From an optimization exercise on the open Yosys and OpenROAD flow, aimed at small area and a short achievable clock period; shortcuts taken in it are not production practice. In this exercise RTL edits were held to simulation tests only and were not proved equivalent to the original.

== red ==
==> flow/design.v (excerpt) <==
module TRN_RMS(
    input wire clk,
    input wire reset,
    input wire [19:0] data_in,
    output wire rms_tlast,
    output wire [39:0] result
);
wire [19:0] a = data_in[19] ? (~data_in + 20'd1) : data_in;
reg [18:0] u;
reg a19;
reg [3:0] pre_s, pre_c;    
reg [6:0] cnt;       
reg tlast;
reg started;         
always @(posedge clk) begin
    u <= a[18:0];
    a19 <= a[19];
    pre_s[0] <= (a[8] & a[10]) ^ (a[7] & a[11]);
    pre_c[0] <= a[8] & a[10] & a[7] & a[11];
    pre_s[1] <= (a[8] & a[11]) ^ (a[7] & a[12]);
    pre_c[1] <= a[8] & a[11] & a[7] & a[12];
    pre_s[2] <= (a[9] & a[11]) ^ (a[8] & a[12]);
    pre_c[2] <= a[9] & a[11] & a[8] & a[12];
    pre_s[3] <= (a[10] & a[11]) ^ (a[9] & a[12]);
    pre_c[3] <= a[10] & a[11] & a[9] & a[12];
end
always @(posedge clk or posedge reset) begin
    if (reset) begin
        cnt <= 7'd0;
        tlast <= 1'b0;
        started <= 1'b0;
    end else begin
        cnt <= cnt + 7'd1;
        tlast <= (cnt == 7'd127);
        if (cnt == 7'd1)
            started <= 1'b1;
    end
end
  wire w653 = (u[0] & u[11]) ^ (u[1] & u[10]);
  wire w654 = (u[0] & u[11]) & (u[1] & u[10]);
  wire w656 = (u[0] & u[12]) ^ (u[1] & u[11]);
  wire w657 = (u[0] & u[12]) & (u[1] & u[11]);
  wire w659 = (u[0] & u[13]) ^ (u[1] & u[12]) ^ (u[2] & u[11]);
  wire w660 = ((u[0] & u[13]) & (u[1] & u[12])) | ((u[0] & u[13]) & (u[2] & u[11])) | ((u[1] & u[12]) & (u[2] & u[11]));
  wire w662 = (u[3] & u[10]) ^ (u[4] & u[9]);
  wire w663 = (u[3] & u[10]) & (u[4] & u[9]);
  wire w665 = (u[0] & u[14]) ^ (u[1] & u[13]) ^ (u[2] & u[12]);
  ...
Size: roughly 1200 cells after synthesis, roughly 11000 um^2 of cells after synthesis.
==> flow/config.mk <==
export PLATFORM = sky130hd
export DESIGN_NAME = TRN_RMS
export DESIGN_NICKNAME = TRN_RMS
export VERILOG_FILES = /design/flow/design.v
export SDC_FILE = /design/flow/constraint.sdc
export NUM_CORES = 4
export LEC_CHECK = 0
export CAP_MARGIN = 0
export CORE_MARGIN = 2
export CORE_UTILIZATION = 70
export CTS_BUF_LIST = sky130_fd_sc_hd__clkbuf_8
export PLACE_DENSITY = 0.8
export SETUP_SLACK_MARGIN = 5
export SLEW_MARGIN = 0
export TNS_END_PERCENT = 100
==> flow/constraint.sdc <==
create_clock -name core_clock -period 8.0 [get_ports {clk}]
set_input_delay 1.6000 -clock core_clock [delete_from_list [all_inputs] [get_ports {clk}]]
set_output_delay 1.6000 -clock core_clock [all_outputs]
set_load 0.01 [all_outputs]
standard.sh (not shown) runs the stock make flow with config.mk's settings and CLKGATE_MAP_FILE= SYNTH_SCRIPT=/design/flow/synth_recipe.tcl, a recipe that flattens the netlist after the stock synthesis.
==> flow/flow/run.sh <==
#!/bin/bash
# Layout flow: the standard ORFS flow (standard.sh), with two changes:
#  - after the standard synthesis, the logic between the sample registers and
#    the squarer's carry-save registers (sq_s, sq_c) is replaced by the
#    hand-mapped tree in flow/tree.txt (flow/patch.py); registers are untouched;
#  - repair aims at a tighter setup margin, may resize across cell footprints,
#    and ports get buf_1 buffers.
set -euo pipefail
MARGIN=${MARGIN:-5.35}
R=$PWD/orfs/results/sky130hd/TRN_RMS/base
python3 - "$MARGIN" <<'PY'
import re, sys
s = open("standard.sh").read()
s2 = re.sub(r'SETUP_SLACK_MARGIN=\S+', 'SETUP_SLACK_MARGIN=' + sys.argv[1], s)
s2 = s2.replace('"${@:-finish}"', 'MATCH_CELL_FOOTPRINT=0 "${@:-finish}"')
assert s2.count('MATCH_CELL_FOOTPRINT=0') == 1 and 'SETUP_SLACK_MARGIN=' + sys.argv[1] in s2
open("my_standard.sh", "w").write(s2)
PY
export BUFFER_PORTS_ARGS="-buffer_cell sky130_fd_sc_hd__buf_1"
bash my_standard.sh "$R/1_2_yosys.v" > synth.log 2>&1
cp "$R/1_2_yosys.v" "$R/1_2_yosys_standard.v"
python3 flow/patch.py "$R/1_2_yosys_standard.v" flow/tree.txt "$R/1_2_yosys.v" > patch.log 2>&1
bash my_standard.sh > layout.log 2>&1
Other scripts of this flow, unchanged in this note and not shown: flow/flow/patch.py, flow/flow/tree.txt
red completed every stage of the flow, and the final layout passed the timing, design-rule and antenna checks.
Input-level comparison between blue and red:
- changing SLEW_MARGIN from 0 to 20
- changing CAP_MARGIN from 0 to 20
==> run summary <==
Diff red..blue | final global-route overflow total | negligible. ~same area of the core in blue and red. Reported for blue and red, deepest level of the CTS H-tree turned out identical to the last digit. Number of antenna violations at the first check in global routing: blue vs red identical. Comparing red against blue, there is no change at all in worst setup slack. Taking red as the reference, in blue non-clock buffer contribution to total cell area stayed essentially flat; post-detailed-placement half-perimeter wirelength did not really move; routed wire length essentially unchanged.
What green does differently from blue at the input level:
- swapping 100 for 10 in TNS_END_PERCENT
[summary]
Looking at the reports, green completed the entire flow and the layout it produced met the timing, design-rule and antenna checks. When the final numbers for blue and green were put side by side, the proportion of cell area occupied by multi-input gates turned out to be smaller in blue. Comparing green with blue, the hold slack came out essentially unchanged. First-pass GRT wire length of green is on par with blue.
diff inputs: green => orange
- TNS_END_PERCENT changed from 10 to 100
diff --git a/flow/flow/run.sh b/flow/flow/run.sh
--- a/flow/flow/run.sh
+++ b/flow/flow/run.sh
@@ -7,5 +7,5 @@
 #    and ports get buf_1 buffers.
 set -euo pipefail
-MARGIN=${MARGIN:-5.35}
+MARGIN=${MARGIN:-5.4}
 R=$PWD/orfs/results/sky130hd/TRN_RMS/base
 python3 - "$MARGIN" <<'PY'
==> comparison <==
Taking green as the reference, in orange share of cell area taken by flip-flops and latches dropped 0.81 points, fmax higher, total length of routed wires increased about 5.5%. Relative to green, global-route usage has increased by 0.35 points in orange. After synthesis and placement, the instance count of orange is above that of green. Comparing orange against green, there is no change at all in synthesized cell count. orange vs green — clock period minus worst slack dropped 0.028 ns. As of orange, half-perimeter wire length after detailed placement had risen by a few percent compared to green. Diff green -> orange | number of cells traversed by the worst register-to-register path | increase of 6.

========
TRN_RMS, a different RTL version from the one above (not shown whole).
Size: about 63 I/O pins, roughly 0.011 mm^2 of cells after synthesis.
==> flow/config.mk <==
export PLATFORM = sky130hd
export DESIGN_NAME = TRN_RMS
export DESIGN_NICKNAME = TRN_RMS
export VERILOG_FILES = /design/flow/design.v
export SDC_FILE = /design/flow/constraint.sdc
export NUM_CORES = 4
export LEC_CHECK = 0
export CAP_MARGIN = 20
export CORE_MARGIN = 2
export CORE_UTILIZATION = 70
export CTS_BUF_LIST = sky130_fd_sc_hd__clkbuf_8
export PLACE_DENSITY = 0.8
export SETUP_SLACK_MARGIN = 5
export SLEW_MARGIN = 20
export TNS_END_PERCENT = 100
==> flow/constraint.sdc <==
create_clock -name core_clock -period 8.0 [get_ports {clk}]
set_input_delay 1.6000 -clock core_clock [delete_from_list [all_inputs] [get_ports {clk}]]
set_output_delay 1.6000 -clock core_clock [all_outputs]
set_load 0.01 [all_outputs]
==> flow/flow/run.sh <==
#!/bin/bash
# Layout flow: the standard ORFS flow (standard.sh), with two changes:
#  - after the standard synthesis, the logic between the sample registers and
#    the squarer's carry-save registers (sq_s, sq_c) is replaced by the
#    hand-mapped tree in flow/tree.txt (flow/patch.py); registers are untouched;
#  - repair aims at a tighter setup margin, may resize across cell footprints,
#    and ports get buf_2 buffers.
set -euo pipefail
MARGIN=${MARGIN:-5.0}
R=$PWD/orfs/results/sky130hd/TRN_RMS/base
python3 - "$MARGIN" <<'PY'
import re, sys
s = open("standard.sh").read()
s2 = re.sub(r'SETUP_SLACK_MARGIN=\S+', 'SETUP_SLACK_MARGIN=' + sys.argv[1], s)
s2 = s2.replace('"${@:-finish}"', 'MATCH_CELL_FOOTPRINT=0 "${@:-finish}"')
assert s2.count('MATCH_CELL_FOOTPRINT=0') == 1 and 'SETUP_SLACK_MARGIN=' + sys.argv[1] in s2
open("my_standard.sh", "w").write(s2)
PY
export BUFFER_PORTS_ARGS="-buffer_cell sky130_fd_sc_hd__buf_2"
bash my_standard.sh "$R/1_2_yosys.v" > synth.log 2>&1
cp "$R/1_2_yosys.v" "$R/1_2_yosys_standard.v"
python3 flow/patch.py "$R/1_2_yosys_standard.v" flow/tree.txt "$R/1_2_yosys.v" > patch.log 2>&1
bash my_standard.sh > layout.log 2>&1
Other scripts of this flow, unchanged in this note and not shown: flow/flow/patch.py, flow/flow/tree.txt
==> next run, changes <==
--- a/flow/config.mk
+++ b/flow/config.mk
@@ -10 +10 @@
-export CORE_UTILIZATION = 70
+export CORE_UTILIZATION = 60
@@ -12 +11,0 @@
-export PLACE_DENSITY = 0.8
Global-route usage fell by 3.1 points. Routed wire length came out higher by 2.3%. Hold slack gains 0.029 ns. Die area is higher by 16%.

========
TRN_RMS, a different RTL version from the one above (not shown whole).
For scale: ~1700 cells after synthesis, about 150 flip-flops, about 13000 µm² of cells after synthesis.
Settings: LEC_CHECK=0, ABC_AREA=1, CAP_MARGIN=20, CORE_MARGIN=2, CORE_UTILIZATION=40, SLEW_MARGIN=20; clock period 8.0 ns.
run.sh (not shown) runs the stock make flow with config.mk's settings and CLKGATE_MAP_FILE= SYNTH_SCRIPT=/design/flow/synth_recipe.tcl, a recipe that flattens the netlist after the stock synthesis.
Stock flow here: none of the scripts above is used.
The first run completed without violations.
Edit:
Settings changed: ABC_AREA 1 to default.
Global-route usage drops by 1.3 points.
Design area went down by roughly a tenth.
Worst setup slack got worse by 0.25 ns.
Routed wire length fell by about a fifth.
Die area went down by roughly a tenth.
Critical path depth came out higher by 4.

========
Another version of the RTL of TRN_RMS (not shown whole).
Size in the first run: roughly 1200 cells after synthesis, about 150 flip-flops, ~63 I/O pins, ~12000 um2 of cells after synthesis.
==> flow/design.v (excerpt) <==
module TRN_RMS(
    input wire clk,
    input wire reset,
    input wire [19:0] data_in,
    output wire rms_tlast,
    output wire [39:0] result
);
reg [18:0] v;
reg s;
reg xb0;             
reg [6:0] cnt;       
reg tlast;
always @(posedge clk or posedge reset) begin
    if (reset) begin
        v <= 19'd0;
        s <= 1'b0;
        xb0 <= 1'b0;
        cnt <= 7'd0;
        tlast <= 1'b0;
    end else begin
        v <= data_in[18:0] ^ {19{data_in[19]}};
        s <= data_in[19];
        xb0 <= data_in[0];
        cnt <= cnt + 7'd1;
        tlast <= (cnt == 7'd127);
    end
end
  wire s1 = v[8] ^ (v[0] & v[15]);
  wire c2 = v[8] & (v[0] & v[15]);
  wire s3 = (v[0] & v[16]) ^ (v[1] & v[15]);
  wire c4 = (v[0] & v[16]) & (v[1] & v[15]);
  wire s5 = v[9] ^ (v[0] & v[17]) ^ (v[1] & v[16]);
  wire c6 = (v[9] & (v[0] & v[17])) | (v[9] & (v[1] & v[16])) | ((v[0] & v[17]) & (v[1] & v[16]));
  wire s7 = (v[2] & v[15]) ^ (v[3] & v[14]);
  wire c8 = (v[2] & v[15]) & (v[3] & v[14]);
  wire s9 = (v[0] & v[18]) ^ (v[1] & v[17]) ^ (v[2] & v[16]);
  wire c10 = ((v[0] & v[18]) & (v[1] & v[17])) | ((v[0] & v[18]) & (v[2] & v[16])) | ((v[1] & v[17]) & (v[2] & v[16]));
  wire s11 = (v[3] & v[15]) ^ (v[4] & v[14]);
  wire c12 = (v[3] & v[15]) & (v[4] & v[14]);
  wire s13 = v[10] ^ (v[1] & v[18]) ^ (v[2] & v[17]);
  wire c14 = (v[10] & (v[1] & v[18])) | (v[10] & (v[2] & v[17])) | ((v[1] & v[18]) & (v[2] & v[17]));
  wire s15 = (v[3] & v[16]) ^ (v[4] & v[15]);
  wire c16 = (v[3] & v[16]) & (v[4] & v[15]);
  wire s17 = (v[2] & v[18]) ^ (v[3] & v[17]);
  wire c18 = (v[2] & v[18]) & (v[3] & v[17]);
  wire s19 = v[11] ^ (v[3] & v[18]);
  wire c20 = v[11] & (v[3] & v[18]);
  wire s21 = v[5] ^ (v[0] & v[9]);
  wire c22 = v[5] & (v[0] & v[9]);
  wire s23 = (v[0] & v[10]) ^ (v[1] & v[9]);
  wire c24 = (v[0] & v[10]) & (v[1] & v[9]);
  wire s25 = v[6] ^ (v[0] & v[11]) ^ (v[1] & v[10]);
  wire c26 = (v[6] & (v[0] & v[11])) | (v[6] & (v[1] & v[10])) | ((v[0] & v[11]) & (v[1] & v[10]));
  wire s27 = (v[2] & v[9]) ^ (v[3] & v[8]);
  wire c28 = (v[2] & v[9]) & (v[3] & v[8]);
  wire s29 = (v[0] & v[12]) ^ (v[1] & v[11]) ^ (v[2] & v[10]);
  wire c30 = ((v[0] & v[12]) & (v[1] & v[11])) | ((v[0] & v[12]) & (v[2] & v[10])) | ((v[1] & v[11]) & (v[2] & v[10]));
  wire s31 = (v[3] & v[9]) ^ (v[4] & v[8]);
  ...
clock: 8.0 ns
lec_check: 0
cap_margin: 20
core_margin: 2
core_utilization: 40
setup_slack_margin: 5
slew_margin: 20
tns_end_percent: 100
The baseline finished clean.
Rerun with:
Settings changed: SETUP_SLACK_MARGIN 5 to unset, TNS_END_PERCENT 100 to unset.
Outcome:
- final cell count is lower by 3.3%
- via count came out lower by 3.7%
- sequential cell count stays the same
- design area falls by 7.4%
- routed wire length shrinks by about 7%
- count of clock-buffer cells in the layout came out lower by 2
- first-iteration DRC count went up by 5.7%
- setup slack gets worse by 450 ps
Rerun with:
==> flow/flow/run.sh (new file) <==
#!/bin/bash
# Standard layout, run through the standard flow's own script.
bash standard.sh > standard.log 2>&1
==> flow/standard.sh (new file) <==
#!/bin/bash
# synth_recipe.tcl (not shown) runs the flow's synth.tcl, then flattens the netlist and writes it again
# the make line also repeats each setting of config.mk as NAME=value (left out here)
make -C /OpenROAD-flow-scripts/flow DESIGN_CONFIG=/design/flow/config.mk WORK_HOME=/design/flow/orfs CLKGATE_MAP_FILE= SYNTH_SCRIPT=/design/flow/synth_recipe.tcl "${@:-finish}"
Settings changed: SETUP_SLACK_MARGIN set to 5, TNS_END_PERCENT set to 100.
removed: flow/run.sh
What happened:
- The changed run finished with timing, DRC and antenna clean
- maximum frequency increases by about a fifth
- wire length increases by a little under a tenth
- sequential share of layout area went down by 1.2 points
- worst setup slack improved by 450 ps
- design area climbs by a little under a tenth
- clock skew is about the same
- final cell count climbs by a few percent
- hold slack hardly moves

========
Setup of garnet:
RTL: one of the versions met above, not the one the previous note started from.
Size in the first run: ~1200 cells after synthesis, roughly 63 I/O pins, roughly 11000 um^2 of cells after synthesis.
clock: 8.0 ns
lec_check: 0
cap_margin: 20
core_margin: 2
core_utilization: 70
cts_buf_list: sky130_fd_sc_hd__clkbuf_8
gpl_routability_driven: 0
place_density: 0.8
setup_slack_margin: 5
slew_margin: 20
tns_end_percent: 100
standard.sh (not shown) runs the stock make flow with config.mk's settings and CLKGATE_MAP_FILE= SYNTH_SCRIPT=/design/flow/synth_recipe.tcl, a recipe that flattens the netlist after the stock synthesis.
==> flow/flow/run.sh <==
#!/bin/bash
# Layout flow: the standard ORFS flow (standard.sh), with two changes:
#  - after the standard synthesis, the logic between the sample registers and
#    the squarer's carry-save registers (sq_s, sq_c) is replaced by the
#    hand-mapped tree in flow/tree.txt (flow/patch.py); registers are untouched;
#  - repair aims at a tighter setup margin, may resize across cell footprints,
#    and ports get buf_1 buffers.
set -euo pipefail
MARGIN=${MARGIN:-5.35}
R=$PWD/orfs/results/sky130hd/TRN_RMS/base
python3 - "$MARGIN" <<'PY'
import re, sys
s = open("standard.sh").read()
s2 = re.sub(r'SETUP_SLACK_MARGIN=\S+', 'SETUP_SLACK_MARGIN=' + sys.argv[1], s)
s2 = s2.replace('"${@:-finish}"', 'MATCH_CELL_FOOTPRINT=0 "${@:-finish}"')
assert s2.count('MATCH_CELL_FOOTPRINT=0') == 1 and 'SETUP_SLACK_MARGIN=' + sys.argv[1] in s2
open("my_standard.sh", "w").write(s2)
PY
export BUFFER_PORTS_ARGS="-buffer_cell sky130_fd_sc_hd__buf_1"
bash my_standard.sh "$R/1_2_yosys.v" > synth.log 2>&1
cp "$R/1_2_yosys.v" "$R/1_2_yosys_standard.v"
python3 flow/patch.py "$R/1_2_yosys_standard.v" flow/tree.txt "$R/1_2_yosys.v" > patch.log 2>&1
bash my_standard.sh > layout.log 2>&1
Other scripts of this flow, unchanged in this note and not shown: flow/flow/patch.py, flow/flow/tree.txt
garnet ended with every stage complete and zero timing, DRC or antenna violations.
What raven does differently from garnet at the input level:
-- flow/flow/run.sh --
<<< garnet, line 9
MARGIN=${MARGIN:-5.35}
>>> raven, line 9
MARGIN=${MARGIN:-5.0}
-- flow/config.mk --
<<< garnet, line 12
export GPL_ROUTABILITY_DRIVEN = 0
>>> raven, line 12
[summary]
The final layout from raven, which completed every stage, passed the timing, design-rule and antenna checks at the end of the flow.
Diff garnet -> raven | detailed route wirelength on metal2 | down by more than 10%
Count of clock-buffer cells in the layout: raven higher than garnet
Smallest setup slack after layout in raven vs garnet: down 0.16 ns
The inputs of willow differ from those of raven as listed below.
-- flow/flow/run.sh --
<<< raven, line 9
MARGIN=${MARGIN:-5.0}
>>> willow, line 9
MARGIN=${MARGIN:-5.35}
-- flow/config.mk --
<<< raven, line 10
export CORE_UTILIZATION = 70
>>> willow, line 10
export CORE_UTILIZATION = 75
<<< raven, line 12
export PLACE_DENSITY = 0.8
>>> willow, line 12
export PLACE_DENSITY = 0.9
[summary]
- Having completed the whole flow, willow delivered a layout that passed the timing, design-rule and antenna checks.
- Compared willow vs raven, and fmax is up in willow.
- Sequential share of cell area ends up lower on willow.
- When willow is set beside raven, its buffering stage count on the worst path with inverters included turns out to be 1 smaller.
- Lower non-clock buffer count among willow and raven: raven
- In the tables for willow and raven, overall die area reads higher with raven.
- Setup slack (lower): raven
- Side by side, number of inserted filler cells in the final layout turned out lower in willow than in raven.
- On time the final worst path needs with I/O delays and setup, raven loses to willow.
Input-level comparison between ember and willow:
-- flow/config.mk --
<<< willow, line 10
export CORE_UTILIZATION = 75
>>> ember, line 10
export CORE_UTILIZATION = 70
<<< willow, line 12
export PLACE_DENSITY = 0.9
>>> ember, line 12
export CTS_CLUSTER_DIAMETER = 60
export CTS_CLUSTER_SIZE = 30
export PLACE_DENSITY = 0.8
Results
In ember, routed length on met2 is lower than in willow. Between willow and ember, maximum fanout encountered on the critical timing path is lower for ember, willow comes in above that. Setup slack delta for ember relative to willow: 0.14 ns higher. | number of clock buffers in the layout | lower: willow |. Comparing willow and ember, the lower mean number of vias per cell is on ember. Lower post-route fraction of the period consumed by the critical path goes to ember over willow.

-- static timing again, ports no longer ideal --
The results above use ideal ports. As a check the final layouts listed here were re-extracted and re-timed, cells and wires unchanged. Step 1 sets driving cells, clkbuf_16 on the clock port and buf_2 on the other inputs (assumed; they add their load-dependent delay and slew). Step 2 also shifts input and output timing later by t, the mid clock arrival at the registers, as if the neighbouring blocks saw the same clock. Slacks: ideal / step 1 / step 2; pairs: ideal / step 1.
run | shift t [ns] | setup slack, ns | worst setup path at the end | latest minus earliest clock arrival (ns)
red | 0.500 | 5.385 / 5.343 / 5.060 | input to register | 0.012 / 0.013
blue | 0.500 | 5.385 / 5.343 / 5.060 | input to register | 0.012 / 0.013
green | 0.494 | 5.325 / 5.325 / 5.031 | input to register | 0.013 / 0.012
orange | 0.500 | 5.353 / 5.353 / 5.012 | input to register | 0.013 / 0.012
the first run of note 2 | 0.500 | 5.100 / 5.100 / 5.100 | register to register | 0.015 / 0.015
the second run of note 2 | 0.499 | 5.088 / 5.088 / 5.088 | register to register | 0.018 / 0.018
the first run of note 3 | 0.479 | 4.435 / 4.435 / 4.435 | register to register | 0.017 / 0.018
the second run of note 3 | 0.478 | 4.189 / 4.189 / 4.189 | register to register | 0.019 / 0.019
the first run of note 4 | 0.477 | 4.864 / 4.864 / 4.864 | register to register | 0.012 / 0.012
the second run of note 4 | 0.470 | 4.418 / 4.418 / 4.418 | register to register | 0.011 / 0.012
the third run of note 4 | 0.477 | 4.864 / 4.864 / 4.864 | register to register | 0.012 / 0.012
garnet | 0.502 | 5.327 / 5.288 / 4.909 | input to register | 0.016 / 0.017
raven | 0.496 | 5.166 / 5.166 / 4.914 | input to register | 0.012 / 0.012
willow | 0.512 | 5.249 / 5.269 / 4.757 | input to register | 0.018 / 0.019
ember | 0.500 | 5.385 / 5.343 / 5.060 | input to register | 0.012 / 0.013
After both steps every run listed still meets setup and hold. The setup slack of willow, which loses most, moves by +0.020 ns with the drivers and by -0.492 ns with both steps.
